Background: an optimization exercise with open tools, aiming at small area and a short achievable clock period. Do not read the settings as production practice.
Only simulation tests tie the RTL to the original design; equivalence was not proved.

==> flow/design.v (excerpt) <==
module sub_module16(
  input clk,rst,en,
  input signed [7:0] data1,data2,data3,data4,data5,data6,data7,data8,
  input signed [4:0] addr1,addr2,addr3,addr4,addr5,addr6,addr7,addr8,
  output signed [10:0] out1,out1_2,out1_3,out1_4,out1_5,out1_6,out1_7,out1_8,
  output signed [10:0] out2,out2_2,out2_3,out2_4,out2_5,out2_6,out2_7,out2_8,
  output signed [11:0] sum_out1,sum_out2,sum_out3,sum_out4,sum_out5,sum_out6,sum_out7,sum_out8,
  output signed [12:0] final_sum1,final_sum2,final_sum3,final_sum4,final_sum5,final_sum6,final_sum7,final_sum8,
  output signed [13:0] partial_sum14,partial_sum14_1,partial_sum14_2,partial_sum14_3,
  output signed [14:0] partial_sum15,partial_sum15_1,
  output signed [15:0] partial_sum16
);
  wire [10:0] t1;
  sm_lane l1 (.clk(clk), .rst(rst), .en(en), .data(data1), .addr(addr1), .out1(out1), .out2(out2), .t(t1));
  wire [10:0] t2;
  sm_lane l2 (.clk(clk), .rst(rst), .en(en), .data(data2), .addr(addr2), .out1(out1_2), .out2(out2_2), .t(t2));
  wire [10:0] t3;
  sm_lane l3 (.clk(clk), .rst(rst), .en(en), .data(data3), .addr(addr3), .out1(out1_3), .out2(out2_3), .t(t3));
  wire [10:0] t4;
  sm_lane l4 (.clk(clk), .rst(rst), .en(en), .data(data4), .addr(addr4), .out1(out1_4), .out2(out2_4), .t(t4));
  wire [10:0] t5;
  sm_lane l5 (.clk(clk), .rst(rst), .en(en), .data(data5), .addr(addr5), .out1(out1_5), .out2(out2_5), .t(t5));
  wire [10:0] t6;
  sm_lane l6 (.clk(clk), .rst(rst), .en(en), .data(data6), .addr(addr6), .out1(out1_6), .out2(out2_6), .t(t6));
  wire [10:0] t7;
  ...
export LEC_CHECK = 0
export CAP_MARGIN = 20
export CORE_MARGIN = 2
export CORE_UTILIZATION = 40
export CTS_BUF_LIST = sky130_fd_sc_hd__clkbuf_4 sky130_fd_sc_hd__clkbuf_8
export GPL_TIMING_DRIVEN = 0
export PLACE_DENSITY = 0.52
export SLEW_MARGIN = 20
create_clock -name core_clock -period 13.0 [get_ports {clk}]
standard.sh (not shown) runs the stock make flow with config.mk's settings and CLKGATE_MAP_FILE= SYNTH_SCRIPT=/design/flow/synth_recipe.tcl, a recipe that flattens the netlist after the stock synthesis.
==> flow/flow/run.sh <==
#!/bin/bash
# The standard ORFS layout (standard.sh, unchanged synthesis) with two changes
# before global placement:
#  - the buffers that synthesis left in the netlist are removed, as the
#    standard flow does only when timing-driven placement is on;
#  - every port gets a sky130_fd_sc_hd__buf_1 as its buffer rather than the
#    larger cell buffer_ports picks by default (the resizer may still upsize it).
# make's whole output goes to standard.log; ORFS keeps each step's log under orfs/logs.
set -euo pipefail
work=$(pwd)
export PRE_GLOBAL_PLACE_TCL="$work/flow/pre_global_place.tcl"
export BUFFER_PORTS_ARGS="-buffer_cell sky130_fd_sc_hd__buf_1"
bash standard.sh > "$work/standard.log" 2>&1
==> flow/flow/pre_global_place.tcl <==
# Sourced by ORFS's global_place.tcl before it buffers the ports.
remove_buffers
The first run completed without violations.
==> next run, changes <==
- ABC_AREA: default -> 1
- CORE_UTILIZATION: 40 -> 50
- CTS_BUF_LIST: sky130_fd_sc_hd__clkbuf_4 sky130_fd_sc_hd__clkbuf_8 -> default
- PLACE_DENSITY: 0.52 -> 0.62
=> Sequential share of layout area barely changes; synthesized cell count is higher by 25%; critical path depth is higher by 6; non-clock buffer count is higher by 1; via count is higher by 18%; core utilization is higher by 10 points; sequential cell count is unchanged.
==> next run, changes <==
- ABC_AREA: 1 -> default
Result: Critical path depth fell by 9; synthesized cell count fell by about 20%; routed wire length fell by 8.9%; die area fell by 3.9%; worst setup slack gains 0.056 ns; cell area fell by about 2%.
==> next run, changes <==
- CTS_BUF_LIST: default -> sky130_fd_sc_hd__clkbuf_4 sky130_fd_sc_hd__clkbuf_8
Effect: Count of clock-buffer cells in the layout stays the same. Synthesized area stays the same. Non-clock buffer count rises by 2. Worst setup slack is better by 0.0079 ns. Die area stays the same. Synthesized cell count stays the same. Critical path depth rises by 6. Utilization falls by 0.22 points. Cell area falls by about 0.4%.
==> next run, changes <==
--- a/flow/flow/run.sh
+++ b/flow/flow/run.sh
@@ -11,3 +11,4 @@
 export PRE_GLOBAL_PLACE_TCL="$work/flow/pre_global_place.tcl"
 export BUFFER_PORTS_ARGS="-buffer_cell sky130_fd_sc_hd__buf_1"
+export RECOVER_POWER=100
 bash standard.sh > "$work/standard.log" 2>&1
Result: The new run finished but fails on capacitance limit, slew limit; synthesized area is unchanged; worst setup slack degrades by 0.027 ns; design area barely changes; sequential share of layout area hardly moves.

========
Another version of the RTL of sub_module16 (not shown whole).
For scale: ~2800 cells after synthesis, about 64 flip-flops, ~590 I/O pins, about 22000 um^2 of cells after synthesis.
export LEC_CHECK = 0
export CAP_MARGIN = 20
export CORE_MARGIN = 2
export CORE_UTILIZATION = 70
export GPL_TIMING_DRIVEN = 0
export PLACE_DENSITY = 0.82
export SLEW_MARGIN = 20
create_clock -name core_clock -period 13.0 [get_ports {clk}]
==> flow/flow/run.sh <==
#!/bin/bash
# The standard ORFS layout (standard.sh, unchanged synthesis) with two changes
# before global placement:
#  - the buffers that synthesis left in the netlist are removed, as the
#    standard flow does only when timing-driven placement is on;
#  - every port gets a sky130_fd_sc_hd__buf_1 as its buffer rather than the
#    larger cell buffer_ports picks by default (the resizer may still upsize it).
# make's whole output goes to standard.log; ORFS keeps each step's log under orfs/logs.
set -euo pipefail
work=$(pwd)
export PRE_GLOBAL_PLACE_TCL="$work/flow/pre_global_place.tcl"
export BUFFER_PORTS_ARGS="-buffer_cell sky130_fd_sc_hd__buf_1"
bash standard.sh > "$work/standard.log" 2>&1
Scripts as last shown in full above: flow/flow/pre_global_place.tcl
The baseline finished with timing, DRC and antenna clean.
Change:
Settings changed: CORE_UTILIZATION 70 to 50, CTS_BUF_LIST set to sky130_fd_sc_hd__clkbuf_4 sky130_fd_sc_hd__clkbuf_8, PLACE_DENSITY 0.82 to 0.62.
The new run ran to the end with no violations.
First-iteration DRC count came out lower by well over a third.
Via count is lower by a few percent.
Setup slack gets better by 0.046 ns.
Sequential share of layout area is about the same.
Change:
Settings changed: CTS_BUF_LIST sky130_fd_sc_hd__clkbuf_4 sky130_fd_sc_hd__clkbuf_8 to not set.
Effect:
- cell count is unchanged
- final area rises by 0.44%

port drivers added, routing unchanged:
The flow's constraints put no driver on any port. The routed layouts listed below were extracted and timed again, unchanged, in two steps.
Step 1: set_driving_cell puts a clkbuf_16 on clk and a buf_2 on each other input, an assumption about the parent block.
Step 2 moves the port delays by t, midway between the first and last clock arrival at a register: inputs arrive t later, outputs are due t later. That takes back most of the time a late clock gives input paths.
a / b / c = no drivers / after step 1 / after step 2; a / b = the first two.
run	t, ns	setup WS [ns]	worst setup path after step 2	cell pins on the clock port's net
the first run of note 1	0.478	0.244 / 0.181 / 0.181	input to output	1
the second run of note 1	0.438	0.306 / 0.249 / 0.249	input to output	1
the third run of note 1	0.439	0.362 / 0.328 / 0.329	input to output	1
the fourth run of note 1	0.486	0.370 / 0.309 / 0.309	input to output	1
the fifth run of note 1	0.488	0.343 / 0.304 / 0.304	input to output	1
the first run of note 2	0.433	0.266 / 0.208 / 0.208	input to output	1
the second run of note 2	0.486	0.313 / 0.285 / 0.285	input to output	1
the third run of note 2	0.438	0.425 / 0.378 / 0.378	input to output	1
For the first run of note 1, which loses most, drivers alone change the setup slack by -0.063 ns; drivers and shift together by -0.063 ns.
